This design comes from an exercise in tuning for small area on the open sky130 flow, not from production work. Function was checked by simulation only, so behaviour that the tests miss may differ from the original. The clock port is modelled as an ideal driver; clocking choices that lean on that would not hold on a real chip.

==> inputs of job 5402 <==
Design rp_acq, start of the top module:
module rp_acq (
    input clk,
    input rst_n,
    input [31:0] gpio_data,
    input [13:0] adc_dat_a_in,
    input ext_trig,
    output [7:0] led_o,
    output [31:0] BRAM_write_address,
    output [31:0] BRAM_write_data,
    output [3:0] BRAM_wren
);
    reg c_st;             
    reg c_prev;           
    reg c_start;          
    reg [23:0] samples;
    reg [23:0] reps;
    reg [5:0] hops;       
    wire [23:0] gd = gpio_data[23:0] & {24{rst_n}};
    wire cmd_s = c_st & (gpio_data[30:25] == 6'b111110);
    wire cmd_r = c_st & (gpio_data[30:25] == 6'b111111);
    wire cmd_h = c_st & (gpio_data[30:25] == 6'b111101);
    always @(posedge clk) begin
        c_prev <= rst_n & gpio_data[31];
        c_st <= rst_n & ~c_st & (gpio_data[31] ^ c_prev);
        c_start <= rst_n & c_st & (gpio_data[30:24] == 7'b0000001);
        if (cmd_s | ~rst_n) samples <= gd;
        if (cmd_r | ~rst_n) reps <= gd;
        if (cmd_h | ~rst_n) hops <= gd[5:0];
    end
    reg [1:0] st;
    reg last_trig;
    reg [2:0] pc;         
    reg [23:0] slat;      
    reg [23:0] rcn;       
    reg [13:0] xr;        
    reg [24:0] widx;      
    wire run = st[1] & st[0];
    wire [25:0] wc;
    wire [24:0] winc;
    assign wc[0] = 1'b1;
    genvar gi;
    generate for (gi = 0; gi < 25; gi = gi + 1) begin : g_winc
        assign winc[gi] = widx[gi] ^ wc[gi];
        assign wc[gi + 1] = widx[gi] & wc[gi];
    end endgenerate
    wire last = (winc[23:0] == slat);
    wire rdc = run & last;
    wire [24:0] rb;
    wire [23:0] rnext;
    assign rb[0] = 1'b1;
  ...
==> flow/config.mk <==
export PLATFORM = sky130hd
export DESIGN_NAME = rp_acq
export DESIGN_NICKNAME = rp_acq
export VERILOG_FILES = /design/flow/design.v
export SDC_FILE = /design/flow/constraint.sdc
export NUM_CORES = 8
export LEC_CHECK = 0
export ABC_AREA = 1
export CAP_MARGIN = 10
export CORE_MARGIN = 2
export CORE_UTILIZATION = 40
export GPL_TIMING_DRIVEN = 0
export SETUP_SLACK_MARGIN = 0.1
export SLEW_MARGIN = 10
==> flow/constraint.sdc <==
create_clock -name core_clock -period 8.0 [get_ports {clk}]
set_input_delay 1.6000 -clock core_clock [delete_from_list [all_inputs] [get_ports {clk}]]
set_output_delay 1.6000 -clock core_clock [all_outputs]
set_load 0.01 [all_outputs]
standard.sh (not shown) runs the stock make flow with config.mk's settings and CLKGATE_MAP_FILE= SYNTH_SCRIPT=/design/flow/synth_recipe.tcl, a recipe that flattens the netlist after the stock synthesis.
==> flow/flow/run.sh <==
#!/bin/bash
# Own layout flow: the standard synthesis, then the combinational logic
# between the standard synthesis's registers and adder cells is re-mapped for
# area with ABC (registers, full and half adders and tie cells are kept as
# they are), then the standard layout with a minimum-size buffer on every
# port.  Each tool writes its full output to a log file in this folder.
set -euo pipefail
W=$PWD
F=$W/flow
R=$W/orfs/results/${FLOW_PLATFORM}/rp_acq/base
YOSYS=${FLOW_HOME}/../tools/install/yosys/bin/yosys
[ -x "$YOSYS" ] || YOSYS=yosys
LIB=${FLOW_HOME}/platforms/${FLOW_PLATFORM}/lib/sky130_fd_sc_hd__tt_025C_1v80.lib

bash standard.sh synth > $W/log_1_standard_synth.log 2>&1
cp $R/1_2_yosys.v $W/standard_synth.v

python3 $F/reopt.py $W/standard_synth.v $W/reopt_in.v > $W/log_2_reopt_py.log 2>&1
bash $F/reopt.sh $W/reopt_in.v $W/reopt_out.v $W > $W/log_3_reopt.log 2>&1
cp $W/reopt_out.v $R/1_2_yosys.v

CTS="-sink_clustering_enable -repair_clock_nets -dont_use_dummy_load -buf_list sky130_fd_sc_hd__clkbuf_8 -sink_clustering_size 20 -sink_clustering_max_diameter 40"
MK=(BUFFER_PORTS_ARGS="-buffer_cell sky130_fd_sc_hd__buf_1" CTS_ARGS="$CTS")
bash standard.sh "${MK[@]}" cts > $W/log_4_standard_to_cts.log 2>&1
CTS_ODB=$R/4_cts.odb CTS_BIG=50 CTS_SMALL=25 openroad -no_init -exit $F/cts_resize.tcl > $W/log_5_cts_resize.log 2>&1
bash standard.sh "${MK[@]}" finish > $W/log_6_standard_layout.log 2>&1
==> flow/flow/cts_resize.tcl <==
# Size each clock tree buffer by the number of flip-flop clock pins it
# drives, so no clock pin sees a slow edge, then re-legalize the placement.
read_db $::env(CTS_ODB)
set block [ord::get_db_block]
set db [ord::get_db]
proc master {name} { return [[ord::get_db] findMaster $name] }
set changed 0
foreach inst [$block getInsts] {
  set m [[$inst getMaster] getName]
  if {![string match "sky130_fd_sc_hd__clkbuf_*" $m]} { continue }
  set out [$inst findITerm X]
  if {$out == "NULL"} { continue }
  set net [$out getNet]
  if {$net == "NULL" || [$net getSigType] != "CLOCK"} { continue }
  set ff 0
  set bufs 0
  set xs {}
  set ys {}
  foreach it [$net getITerms] {
    set bb [[$it getInst] getBBox]
    lappend xs [$bb xMin]
    lappend ys [$bb yMin]
    if {[$it isOutputSignal]} { continue }
    set mm [[$it getInst] getMaster]
    if {[string match "*clkbuf*" [$mm getName]]} { incr bufs } else { incr ff }
  }
  if {$bufs > 0} { continue }
  # estimated load in fF: about 2 fF per clock pin and 0.25 fF per um of
  # the pins' half perimeter
  set hpwl [expr {([tcl::mathfunc::max {*}$xs] - [tcl::mathfunc::min {*}$xs] + [tcl::mathfunc::max {*}$ys] - [tcl::mathfunc::min {*}$ys]) / 1000.0}]
  set load [expr {2.0 * $ff + 0.25 * $hpwl}]
  if {$load > $::env(CTS_BIG)} {
    set want sky130_fd_sc_hd__clkbuf_16
  } elseif {$load <= $::env(CTS_SMALL)} {
    set want sky130_fd_sc_hd__clkbuf_4
  } else {
    set want sky130_fd_sc_hd__clkbuf_8
  }
  if {$want != $m} {
    puts "[$inst getName]: $ff flip-flops, load about $load fF, $m -> $want"
    $inst swapMaster [master $want]
    incr changed
  }
}
puts "clock buffers resized: $changed"
detailed_placement
check_placement -verbose
write_db $::env(CTS_ODB)
==> flow/flow/reopt.sh <==
#!/bin/bash
# Re-map the combinational logic of $1 (prepared by reopt.py) with several
# ABC scripts in parallel, then keep as $2 the smallest result whose worst
# setup slack (without wires) is at least REOPT_MIN_WNS ns, or the one with
# the best slack if none is.  Each run's full output goes to a log in $3.
set -uo pipefail
IN=$1; OUT=$2; LOGDIR=$3
F=$(cd "$(dirname "$0")" && pwd)
YOSYS=${FLOW_HOME}/../tools/install/yosys/bin/yosys
[ -x "$YOSYS" ] || YOSYS=yosys
P=${FLOW_HOME}/platforms/${FLOW_PLATFORM}
export LIB=$P/lib/sky130_fd_sc_hd__tt_025C_1v80.lib
export TECH_LEF=$P/lef/sky130_fd_sc_hd.tlef
export SC_LEF=$P/lef/sky130_fd_sc_hd_merged.lef
MINWNS=${REOPT_MIN_WNS:-0.3}
T=${REOPT_SECONDS:-60}
scripts=(
  "strash; &get -n; &dch -f; &nf -a -R 1000; &put"
  "strash; &get -n; &dch -f; &nf -R 1000; &put"
  "strash; &get -n; &syn2; &dch -f; &nf -R 1000; &put"
  "strash; &get -n; &syn2; &dch -f; &nf -a -R 1000; &put"
  "strash; &get -n; &dch -f; &nf -R 1000; &put; strash; &get -n; &dch -f; &nf -a -R 1000; &put"
  "strash; dc2; &get -n; &dch -f; &nf -R 1000; &put"
  "strash; &get -n; &deepsyn -T $T -S 1; &dch -f; &nf -R 1000; &put"
  "strash; &get -n; &deepsyn -T $T -S 2; &dch -f; &nf -R 1000; &put"
  "strash; &get -n; &deepsyn -T $T -S 3; &dch -f; &nf -R 1000; &put"
  "strash; &get -n; &deepsyn -T $T -S 4; &dch -f; &nf -R 1000; &put"
)
pids=()
for i in "${!scripts[@]}"; do
  d=$LOGDIR/reopt_$i; mkdir -p $d
  echo "${scripts[$i]}" | tr ';' '\n' | sed 's/^ *//' > $d/script.abc
  ( $YOSYS -p "read_liberty -lib $LIB; read_verilog $IN; hierarchy -top ${FLOW_TOP}; opt -purge; techmap; opt -fast; abc -liberty $LIB -dont_use *probe* -dont_use *lpflow* -script $d/script.abc; opt_clean -purge; setundef -zero; hilomap -singleton -hicell sky130_fd_sc_hd__conb_1 HI -locell sky130_fd_sc_hd__conb_1 LO; splitnets; opt_clean -purge; check; tee -o $d/stat.txt stat -liberty $LIB; write_verilog -noattr -nohex -nodec $d/out.v" > $LOGDIR/log_3_reopt_run$i.log 2>&1
    NET=$d/out.v openroad -no_init -exit $F/reopt_sta.tcl > $LOGDIR/log_3_reopt_sta$i.log 2>&1 ) &
  pids+=($!)
done
for p in "${pids[@]}"; do wait $p || true; done
best=""; bestA=""; bestW=""; fb=""; fbW=""
for i in "${!scripts[@]}"; do
  d=$LOGDIR/reopt_$i
  a=$(grep "Chip area" $d/stat.txt 2>/dev/null | awk '{print $NF}')
  w=$(grep "^WNS" $LOGDIR/log_3_reopt_sta$i.log 2>/dev/null | awk '{print $2}')
  [ -n "$a" ] && [ -n "$w" ] && [ -s $d/out.v ] || continue
  echo "run $i: area $a, slack $w: ${scripts[$i]}"
  if [ -z "$fbW" ] || awk "BEGIN{exit !($w > $fbW)}"; then fb=$i; fbW=$w; fi
  if awk "BEGIN{exit !($w >= $MINWNS)}"; then
    if [ -z "$bestA" ] || awk "BEGIN{exit !($a < $bestA)}"; then best=$i; bestA=$a; bestW=$w; fi
  fi
done
if [ -z "$best" ]; then best=$fb; fi
echo "kept run $best"
cp $LOGDIR/reopt_$best/out.v $OUT
==> flow/flow/reopt_sta.tcl <==
# Worst setup slack of a re-mapped netlist, without wires (used only to
# choose among the re-mapping candidates).
read_lef $::env(TECH_LEF)
read_lef $::env(SC_LEF)
read_liberty $::env(LIB)
read_verilog $::env(NET)
link_design $::env(FLOW_TOP)
read_sdc $::env(FLOW_SDC)
puts "WNS [worst_slack -max]"
Other scripts of this flow, unchanged in this note and not shown: flow/flow/libfunc.py, flow/flow/reopt.py
==> job 7352: changes against job 5402 <==
--- a/flow/design.v
+++ b/flow/design.v
@@ -10,27 +10,31 @@
     output [31:0] BRAM_write_data,
     output [3:0] BRAM_wren
 );
     reg c_st;             
     reg c_prev;           
     reg c_start;          
     reg [23:0] samples;
-    reg [23:0] reps;
+    reg [23:0] repsn;     
     reg [5:0] hops;       
-    wire [23:0] gd = gpio_data[23:0] & {24{rst_n}};
-    wire cmd_s = c_st & (gpio_data[30:25] == 6'b111110);
-    wire cmd_r = c_st & (gpio_data[30:25] == 6'b111111);
-    wire cmd_h = c_st & (gpio_data[30:25] == 6'b111101);
     always @(posedge clk) begin
         c_prev <= rst_n & gpio_data[31];
-        c_st <= rst_n & ~c_st & (gpio_data[31] ^ c_prev);
-        c_start <= rst_n & c_st & (gpio_data[30:24] == 7'b0000001);
-        if (cmd_s | ~rst_n) samples <= gd;
-        if (cmd_r | ~rst_n) reps <= gd;
-        if (cmd_h | ~rst_n) hops <= gd[5:0];
+        if (!rst_n) begin
+            c_st <= 1'b0;
+            c_start <= 1'b0;
+            samples <= 24'd0;
+            repsn <= 24'hffffff;
+            hops <= 6'd0;
+        end else begin
+            c_st <= ~c_st & (gpio_data[31] ^ c_prev);
+            c_start <= c_st & (gpio_data[30:24] == 7'b0000001);
+            if (c_st && gpio_data[30:25] == 6'b111110) samples <= gpio_data[23:0];
+            if (c_st && gpio_data[30:25] == 6'b111111) repsn <= ~gpio_data[23:0];
+            if (c_st && gpio_data[30:25] == 6'b111101) hops <= gpio_data[5:0];
+        end
     end
     reg [1:0] st;
     reg last_trig;
     reg [2:0] pc;         
     reg [23:0] slat;      
     reg [23:0] rcn;       
     reg [13:0] xr;        
@@ -51,15 +55,15 @@
     assign rb[0] = 1'b1;
     generate for (gi = 0; gi < 24; gi = gi + 1) begin : g_rdec
         assign rnext[gi] = rcn[gi] ^ (rb[gi] & rdc);
         assign rb[gi + 1] = rcn[gi] & rb[gi];
     end endgenerate
     wire pc_last = pc[2] & ~pc[1];
     always @(posedge clk) begin
-        if (st == 2'd0) rcn <= ~reps;
+        if (st == 2'd0) rcn <= repsn;
         else rcn <= rnext;
     end
     always @(posedge clk) begin
         last_trig <= ext_trig;
         if (!rst_n) begin
             st <= 2'd0;
             xr <= 14'd0;
--- a/flow/flow/run.sh
+++ b/flow/flow/run.sh
@@ -18,9 +18,9 @@
 python3 $F/reopt.py $W/standard_synth.v $W/reopt_in.v > $W/log_2_reopt_py.log 2>&1
 bash $F/reopt.sh $W/reopt_in.v $W/reopt_out.v $W > $W/log_3_reopt.log 2>&1
 cp $W/reopt_out.v $R/1_2_yosys.v
 
 CTS="-sink_clustering_enable -repair_clock_nets -dont_use_dummy_load -buf_list sky130_fd_sc_hd__clkbuf_8 -sink_clustering_size 20 -sink_clustering_max_diameter 40"
 MK=(BUFFER_PORTS_ARGS="-buffer_cell sky130_fd_sc_hd__buf_1" CTS_ARGS="$CTS")
 bash standard.sh "${MK[@]}" cts > $W/log_4_standard_to_cts.log 2>&1
-CTS_ODB=$R/4_cts.odb CTS_BIG=50 CTS_SMALL=25 openroad -no_init -exit $F/cts_resize.tcl > $W/log_5_cts_resize.log 2>&1
+CTS_ODB=$R/4_cts.odb CTS_BIG=16 CTS_SMALL=8 openroad -no_init -exit $F/cts_resize.tcl > $W/log_5_cts_resize.log 2>&1
 bash standard.sh "${MK[@]}" finish > $W/log_6_standard_layout.log 2>&1
==> flow/flow/cts_resize.tcl (replaced) <==
# Size each clock tree buffer by the number of flip-flop clock pins it
# drives, so no clock pin sees a slow edge, then re-legalize the placement.
read_db $::env(CTS_ODB)
set block [ord::get_db_block]
set db [ord::get_db]
proc master {name} { return [[ord::get_db] findMaster $name] }
set changed 0
foreach inst [$block getInsts] {
  set m [[$inst getMaster] getName]
  if {![string match "sky130_fd_sc_hd__clkbuf_*" $m]} { continue }
  set out [$inst findITerm X]
  if {$out == "NULL"} { continue }
  set net [$out getNet]
  if {$net == "NULL" || [$net getSigType] != "CLOCK"} { continue }
  set ff 0
  set bufs 0
  foreach it [$net getITerms] {
    if {[$it isOutputSignal]} { continue }
    set mm [[$it getInst] getMaster]
    if {[string match "*clkbuf*" [$mm getName]]} { incr bufs } else { incr ff }
  }
  if {$bufs > 0} { continue }
  if {$ff >= $::env(CTS_BIG)} {
    set want sky130_fd_sc_hd__clkbuf_16
  } elseif {$ff <= $::env(CTS_SMALL)} {
    set want sky130_fd_sc_hd__clkbuf_4
  } else {
    set want sky130_fd_sc_hd__clkbuf_8
  }
  if {$want != $m} {
    puts "[$inst getName]: $ff flip-flops, $m -> $want"
    $inst swapMaster [master $want]
    incr changed
  }
}
puts "clock buffers resized: $changed"
detailed_placement
check_placement -verbose
write_db $::env(CTS_ODB)
==> flow/flow/reopt.sh (replaced) <==
#!/bin/bash
# Re-map the combinational logic of $1 (prepared by reopt.py) with several
# ABC scripts in parallel (deepsyn is randomized: several seeds) and keep the
# smallest result as $2.  Each run's full output goes to a log in $3.
set -uo pipefail
IN=$1; OUT=$2; LOGDIR=$3
F=$(cd "$(dirname "$0")" && pwd)
YOSYS=${FLOW_HOME}/../tools/install/yosys/bin/yosys
[ -x "$YOSYS" ] || YOSYS=yosys
LIB=${FLOW_HOME}/platforms/${FLOW_PLATFORM}/lib/sky130_fd_sc_hd__tt_025C_1v80.lib
T=${REOPT_SECONDS:-90}
N=${REOPT_SEEDS:-6}
scripts=("strash; &get -n; &dch -f; &nf -a -R 1000; &put")
for s in $(seq 1 $N); do
  scripts+=("strash; &get -n; &deepsyn -T $T -S $s; &dch -f; &nf -a -R 1000; &put")
done
pids=()
for i in "${!scripts[@]}"; do
  d=$LOGDIR/reopt_$i; mkdir -p $d
  echo "${scripts[$i]}" | tr ';' '\n' | sed 's/^ *//' > $d/script.abc
  ( $YOSYS -p "read_liberty -lib $LIB; read_verilog $IN; hierarchy -top ${FLOW_TOP}; opt -purge; techmap; opt -fast; abc -liberty $LIB -dont_use *probe* -dont_use *lpflow* -script $d/script.abc; opt_clean -purge; setundef -zero; hilomap -singleton -hicell sky130_fd_sc_hd__conb_1 HI -locell sky130_fd_sc_hd__conb_1 LO; splitnets; opt_clean -purge; check; tee -o $d/stat.txt stat -liberty $LIB; write_verilog -noattr -nohex -nodec $d/out.v" > $LOGDIR/log_3_reopt_run$i.log 2>&1 ) &
  pids+=($!)
done
for p in "${pids[@]}"; do wait $p || true; done
best=""; bestA=""
for i in "${!scripts[@]}"; do
  d=$LOGDIR/reopt_$i
  a=$(grep "Chip area" $d/stat.txt 2>/dev/null | awk '{print $NF}')
  [ -n "$a" ] && [ -s $d/out.v ] || continue
  echo "run $i: area $a: ${scripts[$i]}"
  if [ -z "$bestA" ] || awk "BEGIN{exit !($a < $bestA)}"; then best=$i; bestA=$a; fi
done
echo "kept run $best, area $bestA"
cp $LOGDIR/reopt_$best/out.v $OUT
--- a/flow/config.mk
+++ b/flow/config.mk
@@ -6,9 +6,8 @@
 export NUM_CORES = 8
 export LEC_CHECK = 0
 export ABC_AREA = 1
 export CAP_MARGIN = 10
 export CORE_MARGIN = 2
 export CORE_UTILIZATION = 40
 export GPL_TIMING_DRIVEN = 0
-export SETUP_SLACK_MARGIN = 0.1
 export SLEW_MARGIN = 10
removed: flow/flow/reopt_sta.tcl
==> impl_metrics.py <==
metrics = {
    "critical_path": {
        "path_buf_inv": 1,
        "worstSetupPathDepth": 26,
    },
    "die": {
        "fp.dieW_um": 177,
    },
    "sta": {
        "timing.final.ws_setup_ns": 0.335,
    },
    "global_route": {
        "met3_usage_pct": 4.34,
        "grt_pass1_wl_um": 47200,
    },
    "layout": {
        "n_all_inverters": 50,
        "multi_input_area_share_pct": 54.0,
        "multi_input_gates": 867,
    },
    "drt": {
        "met1_length_um": 13700,
    },
    "cts": {
        "cts_resized": 29,
    },
    "status": {
        "outcome": "no timing/DRC/antenna violations",
    },
}
Source of the figures above: job 5402

==> impl_metrics.py <==
metrics = {
    "critical_path": {
        "path_buf_inv": 2,
        "worstSetupPathDepth": 28,
    },
    "die": {
        "fp.dieW_um": 173,
    },
    "status": {
        "outcome": "no timing/DRC/antenna violations",
    },
    "layout": {
        "multi_input_area_share_pct": 55.5,
        "n_all_inverters": 65,
    },
    "drt": {
        "met1_length_um": 13100,
    },
    "cts": {
        "cts_resized": 21,
    },
}
Source of the figures above: job 7352

==> separate check: timing with driven ports <==
In the flow no input, the clock included, has a driving cell. The finished layouts below were timed again as built, in two steps.
Step 1 sets driving cells, clkbuf_16 on the clock port and buf_2 on the other inputs (assumed; they add their load-dependent delay and slew).
Step 2 times the ports against the registers' clock, not the clock port: input delays grow and output delays shrink by t, the midpoint of the rising clock arrivals with the driver on.
Three values: ideal ports, drivers, drivers and shift; two values: the first two.
run | t (ns) | setup slack, ns | worst setup path after step 2 | slew at the worst register clock pin (ns) | pins driven straight from the clock port
job 5402 | 0.528 | 0.335 / 0.335 / 0.335 | register to register | 0.10 / 0.10 | 1
job 7352 | 0.512 | 0.157 / 0.157 / 0.157 | register to register | 0.12 / 0.12 | 1
After both steps setup and hold are still met in every run listed.
